From an optimization exercise on the open Yosys and OpenROAD flow, aimed at small area, a short achievable clock period and few clock cycles per item; shortcuts taken in it are not production practice.
In this exercise RTL edits were held to simulation tests only and were not proved equivalent to the original.

===== design/flow/config.mk =====
export PLATFORM = sky130hd
export DESIGN_NAME = fir_top
export DESIGN_NICKNAME = fir_top
export VERILOG_FILES = /design/flow/design.v
export SDC_FILE = /design/flow/constraint.sdc
export NUM_CORES = 4
export LEC_CHECK = 0
export CAP_MARGIN = 20
export CORE_MARGIN = 2
export CORE_UTILIZATION = 65
export CTS_BUF_LIST = sky130_fd_sc_hd__clkbuf_8
export CTS_CLUSTER_SIZE = 30
export SETUP_SLACK_MARGIN = 5
export SLEW_MARGIN = 20
export SYNTH_HIERARCHICAL = 1

===== design/flow/constraint.sdc =====
create_clock -name core_clock -period 10.0 [get_ports {clk}]
set_input_delay 2.0000 -clock core_clock [delete_from_list [all_inputs] [get_ports {clk}]]
set_output_delay 2.0000 -clock core_clock [all_outputs]
set_load 0.01 [all_outputs]

===== design/flow/design.v =====
module fir_top (
    input  wire       clk,
    input  wire       resetN,
    input  wire       sampleClk,
    input  wire [7:0] sample,
    output wire [7:0] sum,
    output reg        dav
);
   reg [7:0] h1, h2, h3, h4, h5, h6, h7, h8;
   reg [8:0] s34, s25, s16;
   reg [9:0] m3;
   reg [18:0] t1a;
   reg [17:0] t1b;
   reg [3:0] ic;
   wire busy = ~ic[3] | ~ic[2];
   wire en = sampleClk | busy;
   wire [7:0] xin = busy ? 8'd0 : sample;
   wire s_1, c_2;
   ha us_1 (h2[0], h3[0], s_1, c_2);
   wire s_3, c_4;
   ha us_3 (h2[1], h3[1], s_3, c_4);
   wire s_5, c_6;
   ha us_5 (h2[2], h3[2], s_5, c_6);
   wire s_7, c_8;
   ha us_7 (h2[3], h3[3], s_7, c_8);
   wire s_9, c_10;
   ha us_9 (h2[4], h3[4], s_9, c_10);
   wire s_11, c_12;
   ha us_11 (h2[5], h3[5], s_11, c_12);
   wire s_13, c_14;
   ha us_13 (h2[6], h3[6], s_13, c_14);
   wire s_15, c_16;
   ha us_15 (h2[7], h3[7], s_15, c_16);
   wire s_17, c_18;
   ha us_17 (h2[7], h3[7], s_17, c_18);
   wire G_19 = c_4 | (s_3 & c_2);
   wire G_21 = c_6 | (s_5 & c_4);
   wire P_22 = s_5 & s_3;
   wire G_23 = c_8 | (s_7 & c_6);
   wire P_24 = s_7 & s_5;
   wire G_25 = c_10 | (s_9 & c_8);
   wire P_26 = s_9 & s_7;
   wire G_27 = c_12 | (s_11 & c_10);
   wire P_28 = s_11 & s_9;
   wire G_29 = c_14 | (s_13 & c_12);
   wire P_30 = s_13 & s_11;
   wire G_31 = c_16 | (s_15 & c_14);
   wire P_32 = s_15 & s_13;
   wire G_33 = c_18 | (s_17 & c_16);
   wire P_34 = s_17 & s_15;
   wire G_35 = G_21 | (P_22 & c_2);
   wire G_37 = G_23 | (P_24 & G_19);
   wire G_39 = G_25 | (P_26 & G_21);
   wire P_40 = P_26 & P_22;
   wire G_41 = G_27 | (P_28 & G_23);
   wire P_42 = P_28 & P_24;
   wire G_43 = G_29 | (P_30 & G_25);
   wire P_44 = P_30 & P_26;
   wire G_45 = G_31 | (P_32 & G_27);
   wire P_46 = P_32 & P_28;
   wire G_47 = G_33 | (P_34 & G_29);
   wire P_48 = P_34 & P_30;
   wire G_49 = G_39 | (P_40 & c_2);
   wire G_51 = G_41 | (P_42 & G_19);
   wire G_53 = G_43 | (P_44 & G_35);
   wire G_55 = G_45 | (P_46 & G_37);
   wire G_57 = G_47 | (P_48 & G_39);
   wire P_58 = P_48 & P_40;
   wire G_59 = G_57 | (P_58 & c_2);
   wire [8:0] s34n;
   assign s34n[0] = ~(s_1);
   assign s34n[1] = ~(s_3 ^ c_2);
   assign s34n[2] = ~(s_5 ^ G_19);
   assign s34n[3] = ~(s_7 ^ G_35);
   assign s34n[4] = ~(s_9 ^ G_37);
   assign s34n[5] = ~(s_11 ^ G_49);
   assign s34n[6] = ~(s_13 ^ G_51);
   assign s34n[7] = ~(s_15 ^ G_53);
   assign s34n[8] = s_17 ^ G_55;
   wire s_61, c_62;
   ha us_61 (h1[0], h4[0], s_61, c_62);
   wire s_63, c_64;
   ha us_63 (h1[1], h4[1], s_63, c_64);
   wire s_65, c_66;
   ha us_65 (h1[2], h4[2], s_65, c_66);
   wire s_67, c_68;
   ha us_67 (h1[3], h4[3], s_67, c_68);
   wire s_69, c_70;
   ha us_69 (h1[4], h4[4], s_69, c_70);
   wire s_71, c_72;
   ha us_71 (h1[5], h4[5], s_71, c_72);
   wire s_73, c_74;
   ha us_73 (h1[6], h4[6], s_73, c_74);
   wire s_75, c_76;
   ha us_75 (h1[7], h4[7], s_75, c_76);
   wire s_77, c_78;
   ha us_77 (h1[7], h4[7], s_77, c_78);
   wire G_79 = c_64 | (s_63 & c_62);
   wire G_81 = c_66 | (s_65 & c_64);
   wire P_82 = s_65 & s_63;
   wire G_83 = c_68 | (s_67 & c_66);
   wire P_84 = s_67 & s_65;
   wire G_85 = c_70 | (s_69 & c_68);
   wire P_86 = s_69 & s_67;
   wire G_87 = c_72 | (s_71 & c_70);
   wire P_88 = s_71 & s_69;
   wire G_89 = c_74 | (s_73 & c_72);
   wire P_90 = s_73 & s_71;
   wire G_91 = c_76 | (s_75 & c_74);
   wire P_92 = s_75 & s_73;
   wire G_93 = c_78 | (s_77 & c_76);
   wire P_94 = s_77 & s_75;
   wire G_95 = G_81 | (P_82 & c_62);
   wire G_97 = G_83 | (P_84 & G_79);
   wire G_99 = G_85 | (P_86 & G_81);
   wire P_100 = P_86 & P_82;
   wire G_101 = G_87 | (P_88 & G_83);
   wire P_102 = P_88 & P_84;
   wire G_103 = G_89 | (P_90 & G_85);
   wire P_104 = P_90 & P_86;
   wire G_105 = G_91 | (P_92 & G_87);
   wire P_106 = P_92 & P_88;
   wire G_107 = G_93 | (P_94 & G_89);
   wire P_108 = P_94 & P_90;
   wire G_109 = G_99 | (P_100 & c_62);
   wire G_111 = G_101 | (P_102 & G_79);
   wire G_113 = G_103 | (P_104 & G_95);
   wire G_115 = G_105 | (P_106 & G_97);
   wire G_117 = G_107 | (P_108 & G_99);
   wire P_118 = P_108 & P_100;
   wire G_119 = G_117 | (P_118 & c_62);
   wire [8:0] s25n;
   assign s25n[0] = ~(s_61);
   assign s25n[1] = ~(s_63 ^ c_62);
   assign s25n[2] = ~(s_65 ^ G_79);
   assign s25n[3] = ~(s_67 ^ G_95);
   assign s25n[4] = ~(s_69 ^ G_97);
   assign s25n[5] = ~(s_71 ^ G_109);
   assign s25n[6] = ~(s_73 ^ G_111);
   assign s25n[7] = ~(s_75 ^ G_113);
   assign s25n[8] = s_77 ^ G_115;
   wire s_121, c_122;
   ha us_121 (xin[0], h5[0], s_121, c_122);
   wire s_123, c_124;
   ha us_123 (xin[1], h5[1], s_123, c_124);
   wire s_125, c_126;
   ha us_125 (xin[2], h5[2], s_125, c_126);
   wire s_127, c_128;
   ha us_127 (xin[3], h5[3], s_127, c_128);
   wire s_129, c_130;
   ha us_129 (xin[4], h5[4], s_129, c_130);
   wire s_131, c_132;
   ha us_131 (xin[5], h5[5], s_131, c_132);
   wire s_133, c_134;
   ha us_133 (xin[6], h5[6], s_133, c_134);
   wire s_135, c_136;
   ha us_135 (xin[7], h5[7], s_135, c_136);
   wire s_137, c_138;
   ha us_137 (xin[7], h5[7], s_137, c_138);
   wire G_139 = c_124 | (s_123 & c_122);
   wire G_141 = c_126 | (s_125 & c_124);
   wire P_142 = s_125 & s_123;
   wire G_143 = c_128 | (s_127 & c_126);
   wire P_144 = s_127 & s_125;
   wire G_145 = c_130 | (s_129 & c_128);
   wire P_146 = s_129 & s_127;
   wire G_147 = c_132 | (s_131 & c_130);
   wire P_148 = s_131 & s_129;
   wire G_149 = c_134 | (s_133 & c_132);
   wire P_150 = s_133 & s_131;
   wire G_151 = c_136 | (s_135 & c_134);
   wire P_152 = s_135 & s_133;
   wire G_153 = c_138 | (s_137 & c_136);
   wire P_154 = s_137 & s_135;
   wire G_155 = G_141 | (P_142 & c_122);
   wire G_157 = G_143 | (P_144 & G_139);
   wire G_159 = G_145 | (P_146 & G_141);
   wire P_160 = P_146 & P_142;
   wire G_161 = G_147 | (P_148 & G_143);
   wire P_162 = P_148 & P_144;
   wire G_163 = G_149 | (P_150 & G_145);
   wire P_164 = P_150 & P_146;
   wire G_165 = G_151 | (P_152 & G_147);
   wire P_166 = P_152 & P_148;
   wire G_167 = G_153 | (P_154 & G_149);
   wire P_168 = P_154 & P_150;
   wire G_169 = G_159 | (P_160 & c_122);
   wire G_171 = G_161 | (P_162 & G_139);
   wire G_173 = G_163 | (P_164 & G_155);
   wire G_175 = G_165 | (P_166 & G_157);
   wire G_177 = G_167 | (P_168 & G_159);
   wire P_178 = P_168 & P_160;
   wire G_179 = G_177 | (P_178 & c_122);
   wire [8:0] s16n;
   assign s16n[0] = ~(s_121);
   assign s16n[1] = ~(s_123 ^ c_122);
   assign s16n[2] = ~(s_125 ^ G_139);
   assign s16n[3] = ~(s_127 ^ G_155);
   assign s16n[4] = ~(s_129 ^ G_157);
   assign s16n[5] = ~(s_131 ^ G_169);
   assign s16n[6] = ~(s_133 ^ G_171);
   assign s16n[7] = ~(s_135 ^ G_173);
   assign s16n[8] = s_137 ^ G_175;
   wire s_181, c_182;
   ha us_181 (xin[1], xin[0], s_181, c_182);
   wire s_183, c_184;
   ha us_183 (xin[2], xin[1], s_183, c_184);
   wire s_185, c_186;
   ha us_185 (xin[3], xin[2], s_185, c_186);
   wire s_187, c_188;
   ha us_187 (xin[4], xin[3], s_187, c_188);
   wire s_189, c_190;
   ha us_189 (xin[5], xin[4], s_189, c_190);
   wire s_191, c_192;
   ha us_191 (xin[6], xin[5], s_191, c_192);
   wire s_193, c_194;
   ha us_193 (xin[7], xin[6], s_193, c_194);
   wire s_195, c_196;
   ha us_195 (xin[7], xin[7], s_195, c_196);
   wire s_197, c_198;
   ha us_197 (xin[7], xin[7], s_197, c_198);
   wire G_199 = c_182 | (s_181 & 1'b0);
   wire G_201 = c_184 | (s_183 & c_182);
   wire P_202 = s_183 & s_181;
   wire G_203 = c_186 | (s_185 & c_184);
   wire P_204 = s_185 & s_183;
   wire G_205 = c_188 | (s_187 & c_186);
   wire P_206 = s_187 & s_185;
   wire G_207 = c_190 | (s_189 & c_188);
   wire P_208 = s_189 & s_187;
   wire G_209 = c_192 | (s_191 & c_190);
   wire P_210 = s_191 & s_189;
   wire G_211 = c_194 | (s_193 & c_192);
   wire P_212 = s_193 & s_191;
   wire G_213 = c_196 | (s_195 & c_194);
   wire P_214 = s_195 & s_193;
   wire G_215 = c_198 | (s_197 & c_196);
   wire P_216 = s_197 & s_195;
   wire G_217 = G_201 | (P_202 & 1'b0);
   wire G_219 = G_203 | (P_204 & G_199);
   wire G_221 = G_205 | (P_206 & G_201);
   wire P_222 = P_206 & P_202;
   wire G_223 = G_207 | (P_208 & G_203);
   wire P_224 = P_208 & P_204;
   wire G_225 = G_209 | (P_210 & G_205);
   wire P_226 = P_210 & P_206;
   wire G_227 = G_211 | (P_212 & G_207);
   wire P_228 = P_212 & P_208;
   wire G_229 = G_213 | (P_214 & G_209);
   wire P_230 = P_214 & P_210;
   wire G_231 = G_215 | (P_216 & G_211);
   wire P_232 = P_216 & P_212;
   wire G_233 = G_221 | (P_222 & 1'b0);
   wire G_235 = G_223 | (P_224 & G_199);
   wire G_237 = G_225 | (P_226 & G_217);
   wire G_239 = G_227 | (P_228 & G_219);
   wire G_241 = G_229 | (P_230 & G_221);
   wire P_242 = P_230 & P_222;
   wire G_243 = G_231 | (P_232 & G_223);
   wire P_244 = P_232 & P_224;
   wire G_245 = G_241 | (P_242 & 1'b0);
   wire G_247 = G_243 | (P_244 & G_199);
   wire [9:0] m3n;
   assign m3n[0] = ~(xin[0]);
   assign m3n[1] = ~(s_181 ^ 1'b0);
   assign m3n[2] = ~(s_183 ^ G_199);
   assign m3n[3] = ~(s_185 ^ G_217);
   assign m3n[4] = ~(s_187 ^ G_219);
   assign m3n[5] = ~(s_189 ^ G_233);
   assign m3n[6] = ~(s_191 ^ G_235);
   assign m3n[7] = ~(s_193 ^ G_237);
   assign m3n[8] = ~(s_195 ^ G_239);
   assign m3n[9] = s_197 ^ G_245;
   wire s_249, c_250;
   fa us_249 (s25[0], ~h7[0], 1'b1, s_249, c_250);
   wire s_251, c_252;
   fa us_251 (~s34[0], s25[1], 1'b1, s_251, c_252);
   wire s_253, c_254;
   xr xs_253 (h7[1], c_250, s_253);
   nr ns_253 (h7[1], ~c_250, c_254);
   wire s_255, c_256;
   fa us_255 (~s34[1], s25[2], s25[0], s_255, c_256);
   wire s_257, c_258;
   fa us_257 (s16[0], ~h7[2], c_252, s_257, c_258);
   wire s_259, c_260;
   ha us_259 (s_255, c_254, s_259, c_260);
   wire s_261, c_262;
   fa us_261 (~s34[2], s34[0], 1'b1, s_261, c_262);
   wire s_263, c_264;
   fa us_263 (s25[3], s25[1], s16[1], s_263, c_264);
   wire s_265, c_266;
   fa us_265 (~h7[3], h7[0], h8[0], s_265, c_266);
   wire s_267, c_268;
   fa us_267 (c_256, s_261, s_263, s_267, c_268);
   wire s_269, c_270;
   fa us_269 (s_265, c_258, c_260, s_269, c_270);
   wire s_271, c_272;
   fa us_271 (~s34[3], s34[1], 1'b1, s_271, c_272);
   wire s_273, c_274;
   fa us_273 (s25[4], s25[2], s25[0], s_273, c_274);
   wire s_275, c_276;
   fa us_275 (s16[2], s16[0], h7[1], s_275, c_276);
   wire s_277, c_278;
   fa us_277 (~h7[4], h8[1], c_262, s_277, c_278);
   wire s_279, c_280;
   fa us_279 (c_264, c_266, s_271, s_279, c_280);
   wire s_281, c_282;
   fa us_281 (s_273, s_275, c_268, s_281, c_282);
   wire s_283, c_284;
   fa us_283 (s_277, s_279, c_270, s_283, c_284);
   wire s_285, c_286;
   fa us_285 (s34[4], h7[5], h7[0], s_285, c_286);
   wire s_287, c_288;
   fa us_287 (s34[2], s25[5], s25[3], s_287, c_288);
   wire s_289, c_290;
   fa us_289 (s25[1], s16[3], s16[1], s_289, c_290);
   wire s_291, c_292;
   fa us_291 (h7[2], h8[2], c_272, s_291, c_292);
   wire s_293, c_294;
   fa us_293 (c_274, c_276, s_287, s_293, c_294);
   wire s_295, c_296;
   fa us_295 (~s_285, s_289, c_278, s_295, c_296);
   wire s_297, c_298;
   fa us_297 (c_280, s_291, s_293, s_297, c_298);
   wire s_299, c_300;
   fa us_299 (c_282, s_295, s_297, s_299, c_300);
   wire s_301, c_302;
   fa us_301 (s34[5], h7[6], h7[1], s_301, c_302);
   wire s_303, c_304;
   fa us_303 (s34[3], s25[6], s25[4], s_303, c_304);
   wire s_305, c_306;
   fa us_305 (s25[2], s16[4], s16[2], s_305, c_306);
   wire s_307, c_308;
   fa us_307 (s16[0], h7[3], h8[3], s_307, c_308);
   wire s_309, c_310;
   fa us_309 (~c_286, c_288, c_290, s_309, c_310);
   wire s_311, c_312;
   fa us_311 (~s_301, s_303, s_305, s_311, c_312);
   wire s_313, c_314;
   fa us_313 (s_307, c_292, c_294, s_313, c_314);
   wire s_315, c_316;
   fa us_315 (s_309, s_311, c_296, s_315, c_316);
   wire s_317, c_318;
   fa us_317 (c_298, s_313, s_315, s_317, c_318);
   wire s_319, c_320;
   fa us_319 (~s34[6], s34[4], s34[0], s_319, c_320);
   wire s_321, c_322;
   fa us_321 (s25[7], s25[5], s25[3], s_321, c_322);
   wire s_323, c_324;
   fa us_323 (s16[5], s16[3], s16[1], s_323, c_324);
   wire s_325, c_326;
   fa us_325 (h7[7], h7[4], h8[4], s_325, c_326);
   wire s_327, c_328;
   fa us_327 (h7[2], c_302, ~c_304, s_327, c_328);
   wire s_329, c_330;
   fa us_329 (c_306, c_308, s_319, s_329, c_330);
   wire s_331, c_332;
   fa us_331 (s_321, s_323, s_325, s_331, c_332);
   wire s_333, c_334;
   fa us_333 (c_310, c_312, ~s_327, s_333, c_334);
   wire s_335, c_336;
   fa us_335 (s_329, s_331, c_314, s_335, c_336);
   wire s_337, c_338;
   fa us_337 (s_333, c_316, s_335, s_337, c_338);
   wire s_339, c_340;
   fa us_339 (s34[7], s25[0], h7[3], s_339, c_340);
   wire s_341, c_342;
   fa us_341 (s34[5], s34[1], s25[8], s_341, c_342);
   wire s_343, c_344;
   fa us_343 (s25[6], s25[4], s16[6], s_343, c_344);
   wire s_345, c_346;
   fa us_345 (s16[4], s16[2], h7[5], s_345, c_346);
   wire s_347, c_348;
   fa us_347 (h8[5], c_320, c_322, s_347, c_348);
   wire s_349, c_350;
   fa us_349 (c_324, c_326, s_341, s_349, c_350);
   wire s_351, c_352;
   fa us_351 (~s_339, s_343, s_345, s_351, c_352);
   wire s_353, c_354;
   fa us_353 (~c_328, c_330, c_332, s_353, c_354);
   wire s_355, c_356;
   fa us_355 (s_347, s_349, s_351, s_355, c_356);
   wire s_357, c_358;
   fa us_357 (c_334, s_353, s_355, s_357, c_358);
   wire s_359, c_360;
   ha us_359 (c_336, s_357, s_359, c_360);
   wire s_361, c_362;
   fa us_361 (s34[8], s25[1], h7[4], s_361, c_362);
   wire s_363, c_364;
   fa us_363 (s34[6], s34[2], s25[7], s_363, c_364);
   wire s_365, c_366;
   fa us_365 (s25[5], s16[7], s16[5], s_365, c_366);
   wire s_367, c_368;
   fa us_367 (s16[3], h7[6], h8[6], s_367, c_368);
   wire s_369, c_370;
   fa us_369 (~c_340, c_342, c_344, s_369, c_370);
   wire s_371, c_372;
   fa us_371 (c_346, s_363, s_365, s_371, c_372);
   wire s_373, c_374;
   fa us_373 (~s_361, s_367, c_348, s_373, c_374);
   wire s_375, c_376;
   fa us_375 (c_350, c_352, s_369, s_375, c_376);
   wire s_377, c_378;
   fa us_377 (s_371, c_354, s_373, s_377, c_378);
   wire s_379, c_380;
   fa us_379 (c_356, s_375, s_377, s_379, c_380);
   wire s_381, c_382;
   ha us_381 (c_358, c_360, s_381, c_382);
   wire s_383, c_384;
   fa us_383 (s34[7], s34[3], 1'b1, s_383, c_384);
   wire s_385, c_386;
   fa us_385 (s34[0], s25[2], h7[7], s_385, c_386);
   wire s_387, c_388;
   fa us_387 (s25[8], s25[6], s16[8], s_387, c_388);
   wire s_389, c_390;
   fa us_389 (s16[6], s16[4], ~h7[5], s_389, c_390);
   wire s_391, c_392;
   fa us_391 (h8[7], c_362, ~c_364, s_391, c_392);
   wire s_393, c_394;
   fa us_393 (c_366, c_368, s_383, s_393, c_394);
   wire s_395, c_396;
   fa us_395 (~s_385, s_387, s_389, s_395, c_396);
   wire s_397, c_398;
   fa us_397 (c_370, c_372, ~s_391, s_397, c_398);
   wire s_399, c_400;
   fa us_399 (s_393, s_395, c_374, s_399, c_400);
   wire s_401, c_402;
   fa us_401 (c_376, s_397, c_378, s_401, c_402);
   wire s_403, c_404;
   fa us_403 (s_399, c_380, s_401, s_403, c_404);
   wire s_405, c_406;
   fa us_405 (s34[8], s34[4], s25[7], s_405, c_406);
   wire s_407, c_408;
   fa us_407 (s34[1], s25[3], h7[6], s_407, c_408);
   wire s_409, c_410;
   fa us_409 (s16[7], s16[5], c_384, s_409, c_410);
   wire s_411, c_412;
   fa us_411 (~c_386, c_388, c_390, s_411, c_412);
   wire s_413, c_414;
   fa us_413 (~s_405, s_407, c_392, s_413, c_414);
   wire s_415, c_416;
   fa us_415 (c_394, c_396, s_409, s_415, c_416);
   wire s_417, c_418;
   fa us_417 (s_411, c_398, ~s_413, s_417, c_418);
   wire s_419, c_420;
   fa us_419 (s_415, c_400, s_417, s_419, c_420);
   wire s_421, c_422;
   ha us_421 (c_402, s_419, s_421, c_422);
   wire s_423, c_424;
   fa us_423 (s34[5], s25[8], s16[8], s_423, c_424);
   wire s_425, c_426;
   fa us_425 (s34[2], s25[4], ~s16[6], s_425, c_426);
   wire s_427, c_428;
   fa us_427 (h7[7], c_406, ~c_408, s_427, c_428);
   wire s_429, c_430;
   fa us_429 (s_423, ~s_425, c_410, s_429, c_430);
   wire s_431, c_432;
   fa us_431 (c_412, s_427, ~c_414, s_431, c_432);
   wire s_433, c_434;
   fa us_433 (c_416, s_429, c_418, s_433, c_434);
   wire s_435, c_436;
   fa us_435 (s_431, c_420, s_433, s_435, c_436);
   wire s_437, c_438;
   fa us_437 (s34[6], ~s34[3], 1'b1, s_437, c_438);
   wire s_439, c_440;
   fa us_439 (~s25[5], s16[7], c_424, s_439, c_440);
   wire s_441, c_442;
   fa us_441 (~c_426, s_437, c_428, s_441, c_442);
   wire s_443, c_444;
   fa us_443 (s_439, c_430, s_441, s_443, c_444);
   wire s_445, c_446;
   fa us_445 (c_432, s_443, c_434, s_445, c_446);
   wire s_447, c_448;
   fa us_447 (s34[7], ~s34[4], 1'b1, s_447, c_448);
   wire s_449, c_450;
   fa us_449 (~s25[6], s16[8], c_438, s_449, c_450);
   wire s_451, c_452;
   fa us_451 (s_447, c_440, s_449, s_451, c_452);
   wire s_453, c_454;
   fa us_453 (c_442, s_451, c_444, s_453, c_454);
   wire s_455, c_456;
   fa us_455 (s34[8], ~s34[5], 1'b1, s_455, c_456);
   wire s_457, c_458;
   fa us_457 (~s25[7], c_448, s_455, s_457, c_458);
   wire s_459, c_460;
   fa us_459 (c_450, s_457, c_452, s_459, c_460);
   wire s_461, c_462;
   ha us_461 (s34[6], s25[8], s_461, c_462);
   wire s_463, c_464;
   fa us_463 (~s_461, c_456, c_458, s_463, c_464);
   wire s_465, c_466;
   xr xs_465 (s34[7], c_462, s_465);
   nr ns_465 (s34[7], c_462, c_466);
   wire [18:0] t1an = {s34[8], c_464, c_460, c_454, c_446, c_436, c_422, c_404, c_382, s_379, c_338, c_318, c_300, c_284, s_281, s_267, s_257, s_251, s_249};
   wire [17:0] t1bn = {c_466, s_465, s_463, s_459, s_453, s_445, s_435, s_421, s_403, s_381, s_359, s_337, s_317, s_299, s_283, s_269, s_259, s_253};
   wire s_467, c_468;
   fa us_467 (~t1a[1], t1b[0], h1[1], s_467, c_468);
   wire s_469, c_470;
   fa us_469 (t1a[2], t1b[1], ~h1[2], s_469, c_470);
   wire s_471, c_472;
   fa us_471 (t1a[3], t1b[2], m3[0], s_471, c_472);
   wire s_473, c_474;
   xr xs_473 (h1[3], c_470, s_473);
   nr ns_473 (h1[3], ~c_470, c_474);
   wire s_475, c_476;
   fa us_475 (t1a[4], t1b[3], m3[1], s_475, c_476);
   wire s_477, c_478;
   fa us_477 (~h1[4], c_472, s_475, s_477, c_478);
   wire s_479, c_480;
   fa us_479 (t1a[5], t1b[4], m3[2], s_479, c_480);
   wire s_481, c_482;
   fa us_481 (~h1[5], c_476, s_479, s_481, c_482);
   wire s_483, c_484;
   fa us_483 (t1a[6], t1b[5], m3[3], s_483, c_484);
   wire s_485, c_486;
   fa us_485 (~h1[6], c_480, s_483, s_485, c_486);
   wire s_487, c_488;
   fa us_487 (t1a[7], t1b[6], m3[4], s_487, c_488);
   wire s_489, c_490;
   fa us_489 (h1[7], c_484, s_487, s_489, c_490);
   wire s_491, c_492;
   fa us_491 (t1a[8], t1b[7], 1'b1, s_491, c_492);
   wire s_493, c_494;
   fa us_493 (m3[5], c_488, s_491, s_493, c_494);
   wire s_495, c_496;
   fa us_495 (t1a[9], t1b[8], m3[6], s_495, c_496);
   wire s_497, c_498;
   ha us_497 (c_492, s_495, s_497, c_498);
   wire s_499, c_500;
   fa us_499 (t1a[10], t1b[9], m3[7], s_499, c_500);
   wire s_501, c_502;
   ha us_501 (c_496, s_499, s_501, c_502);
   wire s_503, c_504;
   fa us_503 (t1a[11], t1b[10], m3[8], s_503, c_504);
   wire s_505, c_506;
   ha us_505 (c_500, s_503, s_505, c_506);
   wire s_507, c_508;
   fa us_507 (t1a[12], t1b[11], m3[9], s_507, c_508);
   wire s_509, c_510;
   ha us_509 (c_504, s_507, s_509, c_510);
   wire s_511, c_512;
   fa us_511 (t1a[13], t1b[12], c_508, s_511, c_512);
   wire s_513, c_514;
   ha us_513 (t1a[14], t1b[13], s_513, c_514);
   wire s_515, c_516;
   ha us_515 (t1a[15], t1b[14], s_515, c_516);
   wire s_517, c_518;
   ha us_517 (t1a[16], t1b[15], s_517, c_518);
   wire s_519, c_520;
   ha us_519 (t1a[17], t1b[16], s_519, c_520);
   wire s_521, c_522;
   xr xs_521 (t1a[18], t1b[17], s_521);
   nr ns_521 (t1a[18], ~t1b[17], c_522);
   wire s_523, c_524;
   xr xs_523 (t1a[0], h1[0], s_523);
   nr ns_523 (h1[0], ~t1a[0], c_524);
   wire s_525, c_526;
   xr xs_525 (c_468, s_469, s_525);
   nr ns_525 (c_468, ~s_469, c_526);
   wire s_527, c_528;
   xr xs_527 (s_471, s_473, s_527);
   nr ns_527 (s_473, ~s_471, c_528);
   wire s_529, c_530;
   ha us_529 (c_474, s_477, s_529, c_530);
   wire s_531, c_532;
   ha us_531 (c_478, s_481, s_531, c_532);
   wire s_533, c_534;
   ha us_533 (c_482, s_485, s_533, c_534);
   wire s_535, c_536;
   ha us_535 (c_486, s_489, s_535, c_536);
   wire s_537, c_538;
   ha us_537 (c_490, s_493, s_537, c_538);
   wire s_539, c_540;
   ha us_539 (c_494, s_497, s_539, c_540);
   wire s_541, c_542;
   ha us_541 (c_498, s_501, s_541, c_542);
   wire s_543, c_544;
   ha us_543 (c_502, s_505, s_543, c_544);
   wire s_545, c_546;
   ha us_545 (c_506, s_509, s_545, c_546);
   wire s_547, c_548;
   ha us_547 (c_510, s_511, s_547, c_548);
   wire s_549, c_550;
   ha us_549 (c_512, s_513, s_549, c_550);
   wire s_551, c_552;
   ha us_551 (c_514, s_515, s_551, c_552);
   wire s_553, c_554;
   ha us_553 (c_516, s_517, s_553, c_554);
   wire s_555, c_556;
   ha us_555 (c_518, s_519, s_555, c_556);
   wire s_557, c_558;
   xr xs_557 (c_520, s_521, s_557);
   nr ns_557 (s_521, ~c_520, c_558);
   wire s_559, c_560;
   ha us_559 (c_522, 1'b1, s_559, c_560);
   wire G_561 = 1'b0 | (~s_467 & c_524);
   wire G_563 = c_526 | (~s_525 & 1'b0);
   wire P_564 = ~s_525 & ~s_467;
   wire G_565 = c_528 | (~s_527 & c_526);
   wire P_566 = ~s_527 & ~s_525;
   wire G_567 = c_530 | (s_529 & c_528);
   wire P_568 = s_529 & ~s_527;
   wire G_569 = c_532 | (s_531 & c_530);
   wire P_570 = s_531 & s_529;
   wire G_571 = c_534 | (s_533 & c_532);
   wire P_572 = s_533 & s_531;
   wire G_573 = c_536 | (s_535 & c_534);
   wire P_574 = s_535 & s_533;
   wire G_575 = c_538 | (s_537 & c_536);
   wire P_576 = s_537 & s_535;
   wire G_577 = c_540 | (s_539 & c_538);
   wire P_578 = s_539 & s_537;
   wire G_579 = c_542 | (s_541 & c_540);
   wire P_580 = s_541 & s_539;
   wire G_581 = c_544 | (s_543 & c_542);
   wire P_582 = s_543 & s_541;
   wire G_583 = c_546 | (s_545 & c_544);
   wire P_584 = s_545 & s_543;
   wire G_585 = c_548 | (s_547 & c_546);
   wire P_586 = s_547 & s_545;
   wire G_587 = c_550 | (s_549 & c_548);
   wire P_588 = s_549 & s_547;
   wire G_589 = c_552 | (s_551 & c_550);
   wire P_590 = s_551 & s_549;
   wire G_591 = c_554 | (s_553 & c_552);
   wire P_592 = s_553 & s_551;
   wire G_593 = c_556 | (s_555 & c_554);
   wire P_594 = s_555 & s_553;
   wire G_595 = c_558 | (~s_557 & c_556);
   wire P_596 = ~s_557 & s_555;
   wire G_597 = c_560 | (s_559 & c_558);
   wire P_598 = s_559 & ~s_557;
   wire G_599 = G_563 | (P_564 & c_524);
   wire G_601 = G_565 | (P_566 & G_561);
   wire G_603 = G_567 | (P_568 & G_563);
   wire P_604 = P_568 & P_564;
   wire G_605 = G_569 | (P_570 & G_565);
   wire P_606 = P_570 & P_566;
   wire G_607 = G_571 | (P_572 & G_567);
   wire P_608 = P_572 & P_568;
   wire G_609 = G_573 | (P_574 & G_569);
   wire P_610 = P_574 & P_570;
   wire G_611 = G_575 | (P_576 & G_571);
   wire P_612 = P_576 & P_572;
   wire G_613 = G_577 | (P_578 & G_573);
   wire P_614 = P_578 & P_574;
   wire G_615 = G_579 | (P_580 & G_575);
   wire P_616 = P_580 & P_576;
   wire G_617 = G_581 | (P_582 & G_577);
   wire P_618 = P_582 & P_578;
   wire G_619 = G_583 | (P_584 & G_579);
   wire P_620 = P_584 & P_580;
   wire G_621 = G_585 | (P_586 & G_581);
   wire P_622 = P_586 & P_582;
   wire G_623 = G_587 | (P_588 & G_583);
   wire P_624 = P_588 & P_584;
   wire G_625 = G_589 | (P_590 & G_585);
   wire P_626 = P_590 & P_586;
   wire G_627 = G_591 | (P_592 & G_587);
   wire P_628 = P_592 & P_588;
   wire G_629 = G_593 | (P_594 & G_589);
   wire P_630 = P_594 & P_590;
   wire G_631 = G_595 | (P_596 & G_591);
   wire P_632 = P_596 & P_592;
   wire G_633 = G_597 | (P_598 & G_593);
   wire P_634 = P_598 & P_594;
   wire G_635 = G_603 | (P_604 & c_524);
   wire G_637 = G_605 | (P_606 & G_561);
   wire G_639 = G_607 | (P_608 & G_599);
   wire G_641 = G_609 | (P_610 & G_601);
   wire G_643 = G_611 | (P_612 & G_603);
   wire P_644 = P_612 & P_604;
   wire G_645 = G_613 | (P_614 & G_605);
   wire P_646 = P_614 & P_606;
   wire G_647 = G_615 | (P_616 & G_607);
   wire P_648 = P_616 & P_608;
   wire G_649 = G_617 | (P_618 & G_609);
   wire P_650 = P_618 & P_610;
   wire G_651 = G_619 | (P_620 & G_611);
   wire P_652 = P_620 & P_612;
   wire G_653 = G_621 | (P_622 & G_613);
   wire P_654 = P_622 & P_614;
   wire G_655 = G_623 | (P_624 & G_615);
   wire P_656 = P_624 & P_616;
   wire G_657 = G_625 | (P_626 & G_617);
   wire P_658 = P_626 & P_618;
   wire G_659 = G_627 | (P_628 & G_619);
   wire P_660 = P_628 & P_620;
   wire G_661 = G_629 | (P_630 & G_621);
   wire P_662 = P_630 & P_622;
   wire G_663 = G_631 | (P_632 & G_623);
   wire P_664 = P_632 & P_624;
   wire G_665 = G_633 | (P_634 & G_625);
   wire P_666 = P_634 & P_626;
   wire G_667 = G_643 | (P_644 & c_524);
   wire G_669 = G_645 | (P_646 & G_561);
   wire G_671 = G_647 | (P_648 & G_599);
   wire G_673 = G_649 | (P_650 & G_601);
   wire G_675 = G_651 | (P_652 & G_635);
   wire G_677 = G_653 | (P_654 & G_637);
   wire G_679 = G_655 | (P_656 & G_639);
   wire G_681 = G_657 | (P_658 & G_641);
   wire G_683 = G_659 | (P_660 & G_643);
   wire P_684 = P_660 & P_644;
   wire G_685 = G_661 | (P_662 & G_645);
   wire P_686 = P_662 & P_646;
   wire G_687 = G_663 | (P_664 & G_647);
   wire P_688 = P_664 & P_648;
   wire G_689 = G_665 | (P_666 & G_649);
   wire P_690 = P_666 & P_650;
   wire G_691 = G_683 | (P_684 & c_524);
   wire G_693 = G_685 | (P_686 & G_561);
   wire G_695 = G_687 | (P_688 & G_599);
   wire G_697 = G_689 | (P_690 & G_601);
   wire [19:0] r;
   assign r[0] = ~s_523;
   assign r[1] = ~s_467 ^ c_524;
   assign r[2] = ~s_525 ^ G_561;
   assign r[3] = ~s_527 ^ G_599;
   assign r[4] = s_529 ^ G_601;
   assign r[5] = s_531 ^ G_635;
   assign r[6] = s_533 ^ G_637;
   assign r[7] = s_535 ^ G_639;
   assign r[8] = s_537 ^ G_641;
   assign r[9] = s_539 ^ G_667;
   assign r[10] = s_541 ^ G_669;
   assign r[11] = s_543 ^ G_671;
   assign r[12] = s_545 ^ G_673;
   assign r[13] = s_547 ^ G_675;
   assign r[14] = s_549 ^ G_677;
   assign r[15] = s_551 ^ G_679;
   assign r[16] = s_553 ^ G_681;
   assign r[17] = s_555 ^ G_691;
   assign r[18] = ~s_557 ^ G_693;
   assign r[19] = s_559 ^ G_695;
   wire c7;
   carry7 uc7 (r[9:3], sample[6:0], c7);
   wire [2:0] nf0, nf1, nf;
   nflags unf0 (r[10], sample[7], 1'b0, nf0);
   nflags unf1 (r[10], sample[7], 1'b1, nf1);
   mux3 unfm (c7, nf0, nf1, nf);
   reg [8:0] rq;
   reg zq, oq, upq, n0q, n3q;
   wire [7:0] rinc = rq[7:0] + upq;
   wire sp = (~rq[8] & rq[7] & (~zq | ~n0q)) | (~rq[8] & ~rq[7] & oq & n3q);
   wire sn = (rq[8] & ~rq[7] & (~oq | ~n3q)) | (rq[8] & rq[7] & zq & n0q);
   assign sum = sp ? 8'h7f : sn ? 8'h80 : rinc;
   always @(posedge clk, negedge resetN)
     if (!resetN) begin
        ic <= 4'd0;
        dav <= 1'b0;
     end else begin
        if (busy) ic <= ic + 4'd1;
        dav <= sampleClk & ~busy;
     end
   always @(posedge clk) begin
      rq <= r[19:11];
      zq <= ~|r[17:11]; oq <= &r[17:11];
      {upq, n0q, n3q} <= nf;
      if (en) begin
         t1a <= t1an; t1b <= t1bn;
         s34 <= s34n; s25 <= s25n; s16 <= s16n;
         m3 <= m3n;
         h1 <= xin; h2 <= h1; h3 <= h2; h4 <= h3;
         h5 <= h4; h6 <= h5; h7 <= h6; h8 <= h7;
      end
   end
endmodule
module carry7 (input [6:0] a, input [6:0] b, output c);
   wire [7:0] s = {1'b0, a} + {1'b0, b};
   assign c = s[7];
endmodule
module nflags (input r0, input x7, input c, output [2:0] f);
   wire nx = ~x7;
   assign f[2] = (r0 & nx) | (r0 & c) | (nx & c);
   assign f[1] = ~r0 & ~nx & ~c;
   assign f[0] = r0 & nx & c;
endmodule
module mux3 (input s, input [2:0] a, input [2:0] b, output [2:0] y);
   assign y = s ? b : a;
endmodule
module fa (input a, input b, input c, output s, output co);
   assign s = a ^ b ^ c;
   assign co = (a & b) | (a & c) | (b & c);
endmodule
module ha (input a, input b, output s, output co);
   assign s = a ^ b;
   assign co = a & b;
endmodule
module xr (input a, input b, output y);
   assign y = a ^ b;
endmodule
module nr (input a, input b, output y);
   assign y = ~(a | b);
endmodule
module anb (input a, input b, output y);
   assign y = ~a & b;
endmodule

===== design/flow/flow/run.sh =====
#!/bin/bash
# The standard layout (the standard.sh: ORFS from synthesis to the final
# layout), with timing repair aiming at a larger setup margin than the flow
# settings allow and the port buffers made of sky130_fd_sc_hd__buf_2. make's
# output goes to flow_make.log; each ORFS step writes its own log under
# orfs/logs, copied here at the end.
set -euo pipefail
bash standard.sh SETUP_SLACK_MARGIN=6.4 "BUFFER_PORTS_ARGS=-buffer_cell sky130_fd_sc_hd__buf_2" finish > flow_make.log 2>&1
cp orfs/logs/*/fir_top/base/*.log . 2>/dev/null || true

===== design/flow/standard.sh =====
#!/bin/bash
# synth_recipe.tcl (not shown) runs the flow's synth.tcl, then flattens the netlist and writes it again
# the make line also repeats each setting of config.mk as NAME=value (left out here)
make -C /OpenROAD-flow-scripts/flow DESIGN_CONFIG=/design/flow/config.mk WORK_HOME=/design/flow/orfs CLKGATE_MAP_FILE= SYNTH_SCRIPT=/design/flow/synth_recipe.tcl "${@:-finish}"

==> results of run 1 <==
==> registers in the layout, indices dropped and copies added (netlist names), 9 cells and up <==
name and flops:
m3 10, t1b 18, t1a 19, s25 9
rq 9, s16 9, s34 9
==> Yosys stat by module (local to each module, per instance) <==
| module | flops+latches | cells inside | cell area (sq um) | times used |
|---|---|---|---|---|
| fir_top | 157 | 486 | 6533 | 1 |
| carry7 | 0 | 14 | 125.1 | 1 |
| mux3 | 0 | 3 | 33.78 | 1 |
| nflags | 0 | 5 | 22.52 | 2 |
| fa | 0 | 1 | 20.02 | 120 |
| ha | 0 | 1 | 12.51 | 64 |
| xr | 0 | 1 | 8.758 | 7 |
| nr | 0 | 1 | 3.754 | 8 |
==> kinds of logic (layout without fill, tap and decap cells) <==
| kind of cell | Yosys count | in the layout | synth area share, % |
|---|---|---|---|
| muxes | 4 | 4 | 0.4490 |
| AOI/OAI and AO/OA | 99 | 100 | 6.461 |
| adders and majority gates | 204 | 204 | 34.25 |
| xor gates and xnor gates | 45 | 45 | 4.079 |
| DFF | 157 | 157 | 45.35 |
| buffers and inverters | 83 | 174 | 3.231 |
| other | 2 | 14 | 0.07487 |
| and+or+nand+nor | 118 | 118 | 6.100 |
==> path summary, 6_finish.rpt <==
kind	start	end	depth (start not counted)	slack [ps]
worst max-delay path	rq[0]$_DFF_P_	sum[6]	7	6060
worst min-delay path	h6[1]$_DFFE_PP_	h7[1]$_DFFE_PP_	0	430
worst max register to register	m3[3]$_DFFE_PP_	zq$_DFF_P_	10	6300
worst min register to register	h6[1]$_DFFE_PP_	h7[1]$_DFFE_PP_	0	430
max in group asynchronous	resetN	ic[1]$_DFFE_PN0P_	1	8550
min in group asynchronous	resetN	dav$_DFF_PN0_	1	1330
==> metal layers <==
layer	global-route usage, %	part of all wire (%)	vias up
li1	-	-	2659
met1	33.07	41	2962
met2	45.78	52	136
met3	5.175	4.0	38
met4	10.73	2.4	0
met5	0	0	-
==> through the flow <==
step	worst slack (ps)	hold slack (ps)	utilization [%]	instances	cell area (sq um)
6_report	6061	427.8	76.32	1004	11560
3_3_place_gp	5984	403.2	68.65	927	10400
5_1_grt	5998	432.4	76.32	1004	11560
2_1_floorplan	6204	400.3	-	724	10090
3_5_place_dp	5848	410.1	68.65	927	10400
4_1_cts	6034	430.5	73.75	980	11170
==> layout by cell type (no fill, tap or decap), types with 7 or more instances in the layout <==
cell type	n
edfxtp_1	138
fa_1	115
inv_1	78
ha_1	65
buf_4	43
nor2_1	29
nand2_1	26
a21oi_1	25
xnor2_1	24
o21ai_0	18
xor2_1	17
clkbuf_8	17
conb_1	14
buf_2	14
o211ai_1	12
dfxtp_1	11
ha_4	10
a21o_1	9
and3_1	7
nand3_1	7
buf_6	7
==> what timing repair did <==
action | CTS | global route
gates cloned | 0 | 1
endpoints found under the setup margin | 18 | 18
gates resized for setup | 49 | 42
endpoints found under the hold margin | 0 | 0
pin swaps | 19 | 32
buffers inserted | 21 | 23
==> worst max-delay path, cell delays in order (launching register included) <==
cell     delay [ps]
dfxtp_2         350
ha_4            150
ha_4            130
and3_4          210
nand3_4          80
xnor2_2         140
maj3_2          310
buf_6           120
==> layout make-up <==
type                       instances  area [sq um]
clock inverter                    15         135.1
inverter                          78         296.5
tap                              188         235.2
sequential                       157          4556
clock buffer                      17         234.0
timing repair buffer              64         471.7
fill                             935          3586
multi-input combinational        485          5632
==> reports/results.tsv, run 1 <==
stage	metric	value	unit
status	outcome	finished clean	
synth	ys_seq_area_share	45.35	%
clocking	cts_tree	yes	
die	dieArea	16440	sq um
die	die_y	128.2	um
die	io_pins	20	
routing	viasPerCell	5.772	
clocking	clk_path_buf_depth	2	
global_routing	grt-ovfl-total	0	
synth	ys.warnings.count	7	
timing	skew	18.21	ps
timing	setup_viol	0	
die	die_x	128.2	um
place	gp_congestion	0.9506	
synth	synthCells	712	
timing	fin_tns_setup	0	ps
flow_run	maxCapViolCount	0	
synth	ys.flop_type	edfxtp_1	
global_routing	grt_max_degree	94	
timing	drv_slew	0	
routing	final_antenna_net_count	0	
routing	via_count	5795	
timing	hold_violations	0	
clocking	htreeDepth	4	
worst_setup_path	critical_path_class	flip-flop to primary output	
clocking	cts_hold_buf	0	
worst_setup_path	cp.arrival	1940	ps
die	start_util	66.23	%
routing	drc	0	
synth	netlist.top_cell.by_area	edfxtp_1	
clocking	cts-root-buf	clkbuf_8	
synth	syn-cell-area	10030	sq um
timing	rsz0062_at_grt	yes	
die	rows	45	
clocking	insertion_delay	460	ps
global_routing	grtUsageTotal	26.49	%
clocking	clk_transition_reported_paths	80	ps
timing	max_freq	0.2539	GHz
worst_setup_path	cp-end-kind	primary output	
timing	tightest_slew	840.5	ps
global_routing	antenna_found_initial	0	
synth	yosysMostFrequentCell	edfxtp_1	
worst_setup_path	required	8000	ps
global_routing	grt_pass1_vias	6163	
synth	netlist.area_leader.share	41.31	%
place	portBuffers	19	
synth	synthTopCellsByCount	edfxtp_1 (138), fa_1 (120), ha_1 (77), inv_1 (77), a21oi_1 (32)	
finish	fin_nets	1011	
min_path	hold_path.class	flip-flop to flip-flop	
timing	period_share	39.39	%
clocking	clock_sinks	157	
timing	max_slew_margin	43.97	%
routing	drt-total-wl	20.65	mm
clocking	cts-buffers-inserted	17	
finish	drive_gt1_share	22.43	%
worst_setup_path	cp_max_fo	2	
synth	synth_enable_flop_cells	138	
finish	antenna_cells	0	
synth	postSynth.asyncResetShare	3.185	%
synth	synth_area_leaders	edfxtp_1 (41%), fa_1 (24%), ha_1 (9.6%), inv_1 (2.9%), dfxtp_1 (2.8%)	
synth	ys_types	59	
worst_setup_path	cp-start-kind	flip-flop	
finish	area_growth_syn_to_layout	15.24	%
routing	drt-pass1-iter-count	4	
die	core_area	15150	sq um
synth	synth_seq_cells	157	
synth	synth_area_per_cell	14.09	sq um
routing	drt_iter0_drc	336	
place	place_hpwl	15.25	mm
global_routing	grt_pass1_wl	31.68	mm
routing	wl_per_cell	20.57	um
timing	fin_crit	3939	ps
Testbench counts, summed over its fixed seeds: cycles 12,008, items 12,000.
==> run 2: changes to the inputs <==
--- a/design/flow/flow/run.sh
+++ b/design/flow/flow/run.sh
@@ -6,4 +6,4 @@
 # orfs/logs, copied here at the end.
 set -euo pipefail
-bash standard.sh SETUP_SLACK_MARGIN=6.4 "BUFFER_PORTS_ARGS=-buffer_cell sky130_fd_sc_hd__buf_2" finish > flow_make.log 2>&1
+bash standard.sh SETUP_SLACK_MARGIN=6.0 "BUFFER_PORTS_ARGS=-buffer_cell sky130_fd_sc_hd__buf_2" finish > flow_make.log 2>&1
 cp orfs/logs/*/fir_top/base/*.log . 2>/dev/null || true
==> run 2 against run 1 <==
Critical path depth fell by 2. Still clean on timing, DRC and antenna. Non-clock buffer count fell by 42. Clock skew fell by 5.4 ps.
==> reports/results.tsv, run 2 <==
stage	metric	value	unit	change
synth	ys_types	59		unchanged
synth	syn-cell-area	10030	sq um	unchanged
synth	synthMuxAreaShare	0.4490	%	unchanged
finish	final_common_cell	edfxtp_1		
die	core_area	15150	sq um	unchanged
finish	antenna_cells	0		unchanged
synth	yosys.area_share.adder	34.25	%	unchanged
finish	fill_cells	1020		+9.1%
clocking	clock_sinks	157		unchanged
timing	setup_viol	0		unchanged
worst_setup_path	cp_cell_sequence	a21oi_1, a31oi_1, o21ai_0, a21boi_0, buf_2		
timing	max_slew_margin	45.68	%	+1.7 points
routing	final_antenna_net_count	0		unchanged
timing	period_share	39.39	%	about the same
synth	synth-compound-area-share	6.461	%	unchanged
synth	netlist.area_leader.share	41.31	%	unchanged
routing	drt_iter0_drc	264		-21%
min_path	hold_path.class	flip-flop to flip-flop		
worst_setup_path	cp.depth	5		-2
worst_setup_path	cp-end-kind	primary output		
die	start_util	66.23	%	unchanged
worst_setup_path	crit_family	compound AO/OA/AOI/OAI gates		
worst_setup_path	cp_slowest_cell	a31oi_1		
worst_setup_path	path_buf_inv	1		unchanged
timing	tightest_slew	814.8	ps	-25.70 ps
global_routing	grt-ovfl-total	0		unchanged
synth	synth_area_leaders	edfxtp_1 (41%), fa_1 (24%), ha_1 (9.6%), inv_1 (2.9%), dfxtp_1 (2.8%)		
routing	via_count	5549		-4.2%
synth	synthTopCellsByCount	edfxtp_1 (138), fa_1 (120), ha_1 (77), inv_1 (77), a21oi_1 (32)		
worst_setup_path	critical_path_class	flip-flop to primary output		
synth	synth_area_per_cell	14.09	sq um	unchanged
place	portBuffers	19		unchanged
routing	drt-pass1-iter-count	4		unchanged
clocking	htreeDepth	4		unchanged
global_routing	antenna_found_initial	0		unchanged
clocking	insertion_delay	460	ps	about the same
flow_run	maxCapViolCount	0		unchanged
die	rows	45		unchanged
global_routing	grt_pass1_vias	5933		-3.7%
synth	synth-simple-area-share	6.100	%	unchanged
synth	yosysMostFrequentCell	edfxtp_1		
timing	drv_slew	0		unchanged
routing	drt-total-wl	19.12	mm	-7.4%
worst_setup_path	cp_max_fo	9		+7
synth	netlist.top_cell.by_area	edfxtp_1		
clocking	cts-buffers-inserted	17		unchanged
global_routing	grt_pass1_wl	30.62	mm	-3.4%
global_routing	grtUsageTotal	25.63	%	-0.86 points
finish	final_cell_mix	edfxtp_1 (138), fa_1 (120), inv_1 (78), ha_1 (74), a21oi_1 (30)		
place	place_hpwl	15.36	mm	+0.77%
clocking	cts_hold_buf	0		unchanged
die	dieArea	16440	sq um	unchanged
clocking	clk_path_buf_depth	2		unchanged
worst_setup_path	cp-start-kind	flip-flop		
synth	ys.flop_type	edfxtp_1		
timing	fin_crit	3939	ps	+0.2100 ps
global_routing	grt_max_degree	90		-4.3%
timing	skew	12.80	ps	-5.418 ps
worst_setup_path	cp.arrival	1940	ps	about the same
status	outcome	finished clean		
synth	postSynth.asyncResetShare	3.185	%	unchanged
finish	largest_reg_flops	19		unchanged
die	io_pins	20		unchanged
timing	holdWs	425.4	ps	-2.392 ps
synth	synth_xor_xnor_area_share	4.079	%	unchanged
timing	hold_violations	0		unchanged
synth	synth_top_family_by_area	adder cells		
synth	ys.warnings.count	7		unchanged
timing	max_freq	0.2539	GHz	about the same
routing	wl_per_cell	19.89	um	-3.3%
clocking	clk_transition_reported_paths	90	ps	about the same
routing	viasPerCell	5.774		about the same
synth	synthCells	712		unchanged
synth	synth_enable_flop_cells	138		unchanged
finish	area_growth_syn_to_layout	8.645	%	
timing	rsz0062_at_grt	yes		
clocking	cts_tree	yes		
worst_setup_path	r2r_cells	10		unchanged
clocking	cts-root-buf	clkbuf_8		
worst_setup_path	cp_slowest_stage_delay	550	ps	+200 ps
worst_setup_path	required	8000	ps	about the same
timing	fin_tns_setup	0	ps	unchanged
finish	top_register	t1a		
finish	fin_nets	968		-4.3%
finish	drive_gt1_share	12.81	%	-9.6 points
finish	reg_top3	t1a (19), t1b (18), m3 (10)		
worst_setup_path	r2r_slack	6140	ps	-160 ps
place	gp_congestion	0.9420		-0.90%
synth	synth_seq_cells	157		unchanged
routing	drc	0		unchanged
min_path	hold_depth	0		unchanged
die	die_x	128.2	um	unchanged
synth	ys_seq_area_share	45.35	%	unchanged
die	die_y	128.2	um	unchanged
==> run 2: cell counts after synthesis <==
Identical to the previous run, type by type.
==> run 2: metrics by stage <==
step                      util, %  cell area, sq um  setup WS [ps]  cells
final                       71.95             10900           6061    961
after global routing        71.95             10900           5977    961
after CTS                   71.38             10810           6003    960
after detailed placement    68.62             10390           5759    928
after global placement      68.62             10390           5810    928
after floorplan                 -             10080           6099    724
==> run 2: final timing paths <==
path	start	to
worst min-delay path	h6[7]$_DFFE_PP_	h7[7]$_DFFE_PP_
max in group asynchronous	resetN	ic[1]$_DFFE_PN0P_
worst max-delay path	rq[7]$_DFF_P_	sum[7]
worst min register to register	h6[7]$_DFFE_PP_	h7[7]$_DFFE_PP_
min in group asynchronous	resetN	ic[2]$_DFFE_PN0P_
worst max register to register	t1a[7]$_DFFE_PP_	zq$_DFF_P_
==> run 2: timing repair <==
item / in CTS / in global routing
setup endpoints to repair: 2 / 6
pin swaps: 0 / 5
setup buffers: 0 / 1
gates resized for setup: 7 / 16
==> run 2: Yosys stat by module, one instance, submodules excluded, excerpt <==
module	copies in the design	cells	cell area, sq um
xr	7	1	8.758
fir_top	1	486	6533
nflags	2	5	22.52
fa	120	1	20.02
mux3	1	3	33.78
ha	64	1	12.51
nr	8	1	3.754
==> run 2: layer usage <==
layer | vias up | GRT usage (%) | part of all wire, %
met1 | 2820 | 32.93 | 41
met3 | 35 | 3.881 | 4.5
met4 | 0 | 11.31 | 3.0
met5 | - | 0 | 0
li1 | 2568 | - | -
met2 | 126 | 43.74 | 51
==> run 2: logic make-up after synthesis <==
family                     Yosys count
and+or+nand+nor                    118
buffers and inverters               83
DFF                                157
xor gates and xnor gates            45
muxes                                4
other                                2
adders and majority gates          204
AOI/OAI and AO/OA                   99
==> run 2: layout make-up <==
cell class                      instances  area [sq um]  area share (%)
Sequential cell                       157          4552           41.77
Multi-Input combinational cell        484          5305           48.68
Timing Repair Buffer                   22         127.6           1.171
Inverter                               78         292.8           2.687
Tap cell                              188         235.2           2.158
Clock buffer                           17         234.0           2.147
Clock inverter                         15         151.4           1.389
==> run 3: changes to the inputs <==
--- a/design/flow/config.mk
+++ b/design/flow/config.mk
@@ -8,5 +8,5 @@
 export CAP_MARGIN = 20
 export CORE_MARGIN = 2
-export CORE_UTILIZATION = 65
+export CORE_UTILIZATION = 72
 export CTS_BUF_LIST = sky130_fd_sc_hd__clkbuf_8
 export CTS_CLUSTER_SIZE = 30
==> run 3 against run 2 <==
Global-route usage rose by 4.3 points. Still clean. Sequential cell count unchanged. Cell count shrank 0.94%. Critical endpoint is now sum[6].
==> reports/results.tsv, run 3 <==
stage	metric	value	unit	change
status	outcome	finished clean		
global_routing	grtUsageMet2	51.92	%	+8.2 points
synth	ys_types	59		unchanged
clocking	clk_transition_reported_paths	90	ps	about the same
timing	max_freq	0.2519	GHz	-0.75%
timing	fin_tns_setup	0	ps	unchanged
timing	tightest_slew	896.5	ps	+81.71 ps
place	gp_congestion	0.9279		-1.5%
worst_setup_path	required	8000	ps	about the same
worst_setup_path	cp-end-kind	primary output		
finish	top_register	t1a		
flow_run	maxCapViolCount	0		unchanged
die	rows	43		-4.4%
routing	wl_per_cell	21.03	um	+5.8%
synth	yosysMostFrequentCell	edfxtp_1		
synth	ys_seq_area_share	45.35	%	unchanged
finish	reg_top3	t1a (19), t1b (18), m3 (10)		
die	start_util	73.11	%	+6.9 points
finish	drive_gt1_share	13.21	%	+0.41 points
finish	largest_reg_flops	19		unchanged
clocking	cts_hold_buf	0		unchanged
place	place_hpwl	15.90	mm	+3.5%
synth	netlist.area_leader.share	41.31	%	unchanged
global_routing	grt_use_met1	37.42	%	+4.5 points
global_routing	grtUsageTotal	29.88	%	+4.3 points
synth	synthCells	712		unchanged
synth	synthTopCellsByCount	edfxtp_1 (138), fa_1 (120), ha_1 (77), inv_1 (77), a21oi_1 (32)		
routing	drt-total-wl	20.03	mm	+4.8%
clocking	clock_sinks	157		unchanged
timing	fin_crit	3969	ps	+29.93 ps
die	io_pins	20		unchanged
synth	synth_enable_flop_cells	138		unchanged
global_routing	grt_busiest_layer	met2		
global_routing	grt_pass1_wl	31.73	mm	+3.6%
die	die_y	122.0	um	-4.8%
timing	rsz0062_at_grt	yes		
clocking	cts_tree	yes		
routing	via_count	5705		+2.8%
synth	synth_seq_cells	157		unchanged
worst_setup_path	cpMostUsedCell	ha_4		
worst_setup_path	cp_cell_sequence	ha_4, ha_4, and3_4, nand3_4, xnor2_2, maj3_2, buf_6		
finish	final_cell_mix	edfxtp_1 (138), fa_1 (120), inv_1 (78), ha_1 (73), a21oi_1 (30)		
clocking	cts-buffers-inserted	17		unchanged
finish	fin_nets	967		-0.10%
synth	syn-cell-area	10030	sq um	unchanged
die	dieArea	14890	sq um	-9.4%
timing	skew	13.05	ps	+0.2564 ps
timing	max_slew_margin	40.23	%	-5.4 points
timing	drv_slew	0		unchanged
global_routing	grt_pass1_vias	6137		+3.4%
timing	setup_viol	0		unchanged
routing	drt_iter0_drc	444		+68%
worst_setup_path	crit_family	adder cells		
timing	period_share	39.69	%	+0.30 points
place	portBuffers	19		unchanged
worst_setup_path	cp_max_fo	2		-7
routing	drc	0		unchanged
global_routing	grt-ovfl-total	0		unchanged
worst_setup_path	critical_path_class	flip-flop to primary output		
place	placedCellCount	919		-0.97%
min_path	hold_path.class	flip-flop to flip-flop		
synth	postSynth.asyncResetShare	3.185	%	unchanged
worst_setup_path	cp-start-kind	flip-flop		
finish	area_growth_syn_to_layout	8.969	%	
finish	antenna_cells	0		unchanged
worst_setup_path	path_buf_inv	1		unchanged
finish	final_cells	952		-0.94%
clocking	cts-root-buf	clkbuf_8		
global_routing	antenna_found_initial	0		unchanged
routing	drt-pass1-iter-count	5		+1
worst_setup_path	cp_slowest_cell	dfxtp_2		
synth	netlist.top_cell.by_area	edfxtp_1		
clocking	htreeDepth	4		unchanged
global_routing	grt_max_degree	73		-19%
die	die_x	122.0	um	-4.8%
synth	ys.warnings.count	7		unchanged
global_routing	grt_util_met3	4.963	%	+1.1 points
synth	ys.flop_type	edfxtp_1		
timing	hold_violations	0		unchanged
routing	viasPerCell	5.993		+3.8%
finish	final_common_cell	edfxtp_1		
clocking	insertion_delay	470	ps	about the same
clocking	clk_path_buf_depth	2		unchanged
synth	synth_area_per_cell	14.09	sq um	unchanged
die	core_area	13720	sq um	-9.4%
synth	synth_area_leaders	edfxtp_1 (41%), fa_1 (24%), ha_1 (9.6%), inv_1 (2.9%), dfxtp_1 (2.8%)		
routing	final_antenna_net_count	0		unchanged
worst_setup_path	cp.arrival	1970	ps	+30 ps
worst_setup_path	cp_slowest_stage_delay	350	ps	-200 ps
run 3: routing by layer:
| layer | wire length, um | share of wire (%) |
|---|---|---|
| met5 | 0 | 0 |
| met2 | 10480 | 52 |
| met1 | 8005 | 40 |
| met3 | 853 | 4.3 |
| met4 | 683 | 3.4 |
run 3: final timing paths:
| path | cells past startpoint | slack, ps | startpoint | end |
|---|---|---|---|---|
| hold reg to reg | 0 | 430 | h6[0]$_DFFE_PP_ | h7[0]$_DFFE_PP_ |
| min in group asynchronous | 1 | 1320 | resetN | ic[2]$_DFFE_PN0P_ |
| setup reg to reg | 10 | 6110 | t1a[7]$_DFFE_PP_ | zq$_DFF_P_ |
| setup / recovery | 7 | 6030 | rq[0]$_DFF_P_ | sum[6] |
| hold / removal | 0 | 430 | h6[0]$_DFFE_PP_ | h7[0]$_DFFE_PP_ |
| max in group asynchronous | 1 | 8560 | resetN | dav$_DFF_PN0_ |
run 3: per-stage QoR:
step | util, % | hold slack, ps | instance area (sq um) | worst slack [ps]
3_5_place_dp | 75.62 | 405.6 | 10380 | 5661
5_1_grt | 79.67 | 444.9 | 10930 | 5958
3_3_place_gp | 75.62 | 401.4 | 10380 | 5827
6_report | 79.67 | 425.2 | 10930 | 6031
4_1_cts | 78.81 | 427.3 | 10810 | 6006
2_1_floorplan | - | 400.3 | 10080 | 6099
run 3: per-module statistics from Yosys (local to each module, per instance):
module,area [sq um],flops+latches,copies in the design,cells
xr,8.758,0,7,1
fa,20.02,0,120,1
fir_top,6533,157,1,486
nflags,22.52,0,2,5
nr,3.754,0,8,1
carry7,125.1,0,1,14
mux3,33.78,0,1,3
ha,12.51,0,64,1
run 3: logic make-up (layout without fill, tap and decap cells):
kind of cell | after synthesis | after routing | share of synthesized area, %
buffers and inverters | 83 | 131 | 3.231
DFF | 157 | 157 | 45.35
muxes | 4 | 4 | 0.4490
other | 2 | 14 | 0.07487
adders and majority gates | 204 | 204 | 34.25
AOI/OAI and AO/OA | 99 | 99 | 6.461
and+or+nand+nor | 118 | 118 | 6.100
xor gates and xnor gates | 45 | 45 | 4.079
run 3: layout make-up:
cell class,instances,area (sq um)
timing repair buffer,21,116.4
inverter,78,292.8
multi-input combinational,484,5359
fill,800,2789
tap,180,225.2
clock buffer,17,234.0
sequential,157,4552
clock inverter,15,151.4
run 3: timing repair:
action	4_1_cts	5_1_grt
resized for setup	11	24
setup endpoints to repair	3	12
setup buffers	1	0
pin swaps	3	6
==> run 4: changes to the inputs <==
--- a/design/flow/config.mk
+++ b/design/flow/config.mk
@@ -8,5 +8,5 @@
 export CAP_MARGIN = 20
 export CORE_MARGIN = 2
-export CORE_UTILIZATION = 72
+export CORE_UTILIZATION = 55
 export CTS_BUF_LIST = sky130_fd_sc_hd__clkbuf_8
 export CTS_CLUSTER_SIZE = 30
==> run 4 against run 3 <==
Still clean. Core utilization decreased by 19 points. Synthesized cell count unchanged. Synthesized area unchanged. Highest routed layer unchanged.
==> reports/results.tsv, run 4 <==
stage	metric	value	unit	change
global_routing	antenna_found_initial	0		unchanged
finish	drive_gt1_share	12.69	%	-0.52 points
worst_setup_path	r2r_slack	6100	ps	about the same
timing	fin_tns_setup	0	ps	unchanged
finish	final_cell_mix	edfxtp_1 (138), fa_1 (120), inv_1 (77), ha_1 (72)		
timing	hold_violations	0		unchanged
finish	final_common_cell	edfxtp_1		
clocking	clock_sinks	157		unchanged
synth	postSynth.asyncResetShare	3.185	%	unchanged
global_routing	grt_max_degree	72		-1.4%
synth	syn-cell-area	10030	sq um	unchanged
global_routing	grt_pass1_wl	30.72	mm	-3.2%
synth	synthTopCellsByCount	edfxtp_1 (138), fa_1 (120), ha_1 (77), inv_1 (77), a21oi_1 (32)		
synth	yosysMostFrequentCell	edfxtp_1		
die	start_util	56.03	%	-17 points
status	outcome	finished clean		
clocking	clk_path_buf_depth	2		unchanged
routing	viasPerCell	5.484		-8.5%
place	gp_congestion	0.9281		about the same
synth	synth_area_leaders	edfxtp_1 (41%), fa_1 (24%), ha_1 (9.6%), inv_1 (2.9%), dfxtp_1 (2.8%)		
routing	via_count	5489		-3.8%
place	place_hpwl	15.29	mm	-3.8%
timing	max_freq	0.2558	GHz	+1.5%
synth	netlist.top_cell.by_area	edfxtp_1		
worst_setup_path	cp.arrival	1910	ps	-60 ps
synth	synth_area_per_cell	14.09	sq um	unchanged
worst_setup_path	cpMostUsedCell	ha_4		
finish	largest_reg_flops	19		unchanged
routing	drc	0		unchanged
finish	top_register	t1a		
finish	antenna_cells	0		unchanged
routing	drt-pass1-iter-count	6		+1
clocking	cts_hold_buf	0		unchanged
worst_setup_path	cp_slowest_stage_delay	350	ps	about the same
timing	tightest_slew	959.9	ps	+63.35 ps
worst_setup_path	cp_cell_sequence	ha_4, ha_4, and3_4, nand3_2, xnor2_1, maj3_2, buf_2		
finish	fin_nets	967		unchanged
worst_setup_path	cp-start-kind	flip-flop		
die	io_pins	20		unchanged
global_routing	grt_pass1_vias	5976		-2.6%
worst_setup_path	cp_max_fo	2		unchanged
die	dieArea	19330	sq um	+30%
min_path	hold_path.class	flip-flop to flip-flop		
synth	ys_types	59		unchanged
flow_run	maxCapViolCount	0		unchanged
run 4: cell count changes in the layout (fill, tap and decap cells not counted), sizes merged:
cell / before / now
clkinv: 5 / 7
inv: 86 / 85
bufinv: 1 / 0
run 4: through the flow:
step	worst slack [ps]	instances	area [sq um]	hold WS [ps]
after detailed placement	5744	968	10440	405.2
after floorplan	6099	724	10080	400.3
after global placement	5779	968	10440	400.7
after CTS	5979	1000	10860	427.7
final	6091	1001	10920	427.1
after global routing	5985	1001	10920	448.7
run 4: cell type report:
class | instances | area (sq um) | share of cell area [%]
clock buffers | 17 | 234.0 | 2.143
clock inverters | 15 | 148.9 | 1.364
inverters | 78 | 292.8 | 2.682
multi-input cells | 484 | 5294 | 48.49
flip-flops and latches | 157 | 4552 | 41.69
well taps | 229 | 286.5 | 2.624
repair buffers | 21 | 110.1 | 1.008
run 4: kinds of logic (layout without fill, tap and decap cells):
logic type | after synthesis | count (layout) | synth area share [%]
buf+inv | 83 | 131 | 3.231
xor+xnor | 45 | 45 | 4.079
compound gates | 99 | 99 | 6.461
other cells | 2 | 14 | 0.07487
mux | 4 | 4 | 0.4490
flops | 157 | 157 | 45.35
simple gates | 118 | 118 | 6.100
fa+ha+maj | 204 | 204 | 34.25
run 4: worst max-delay path: cells and delay by family, from the launching register on:
family	cells	cell delay, ps
adders and majority gates	3	560
DFF	1	350
and+or+nand+nor	2	280
xor gates and xnor gates	1	140
buffers and inverters	1	140
run 4: Yosys stat by module (local to each module, per instance):
module | copies in the design | cells inside | area (sq um) | flip-flops and latches
fir_top | 1 | 486 | 6533 | 157
fa | 120 | 1 | 20.02 | 0
nr | 8 | 1 | 3.754 | 0
mux3 | 1 | 3 | 33.78 | 0
xr | 7 | 1 | 8.758 | 0
carry7 | 1 | 14 | 125.1 | 0
nflags | 2 | 5 | 22.52 | 0
ha | 64 | 1 | 12.51 | 0
run 4: worst paths after layout:
kind,from,end
worst min-delay path,h6[0]$_DFFE_PP_,h7[0]$_DFFE_PP_
worst max-delay path,rq[0]$_DFF_P_,sum[6]
max in group asynchronous,resetN,dav$_DFF_PN0_
worst max register to register,t1a[8]$_DFFE_PP_,zq$_DFF_P_
worst min register to register,h6[0]$_DFFE_PP_,h7[0]$_DFFE_PP_
min in group asynchronous,resetN,ic[2]$_DFFE_PN0P_
run 4: timing repair:
item                       CTS  global route
gates resized for setup      9            12
buffers inserted             0             1
setup endpoints to repair    3            12
pin swaps                    1             3
run 4: layer usage:
layer	global-route usage [%]	routed length (um)	part of all wire, %	up-vias
met5	0	0	0	-
met4	8.081	520	2.8	0
met3	4.213	688	3.6	34
met2	35.52	9573	51	115
met1	27.45	8105	43	2777
li1	-	-	-	2563

what the ideal ports hide:
No port has a modelled driver above. Below, the same layouts with a new extraction and two added sets of constraints.
Step 1 sets driving cells, clkbuf_16 on the clock port and buf_2 on the other inputs (assumed; they add their load-dependent delay and slew).
Step 2 moves the port delays by t, midway between the first and last clock arrival at a register: inputs arrive t later, outputs are due t later. That takes back most of the time a late clock gives input paths.
Three values: ideal, step 1, step 2; two values: the first two.
run | t (ns) | setup slack, ns | worst setup path after step 2
run 1 | 0.491 | 6.061 / 6.021 / 5.958 | input to register
run 2 | 0.493 | 6.061 / 6.020 / 5.730 | input to register
run 3 | 0.505 | 6.031 / 5.994 / 5.690 | input to register
run 4 | 0.489 | 6.091 / 6.052 / 5.702 | input to register
After both steps every run listed still meets setup and hold. For run 4, which loses most, drivers alone change the setup slack by -0.039 ns; drivers and shift together by -0.389 ns.
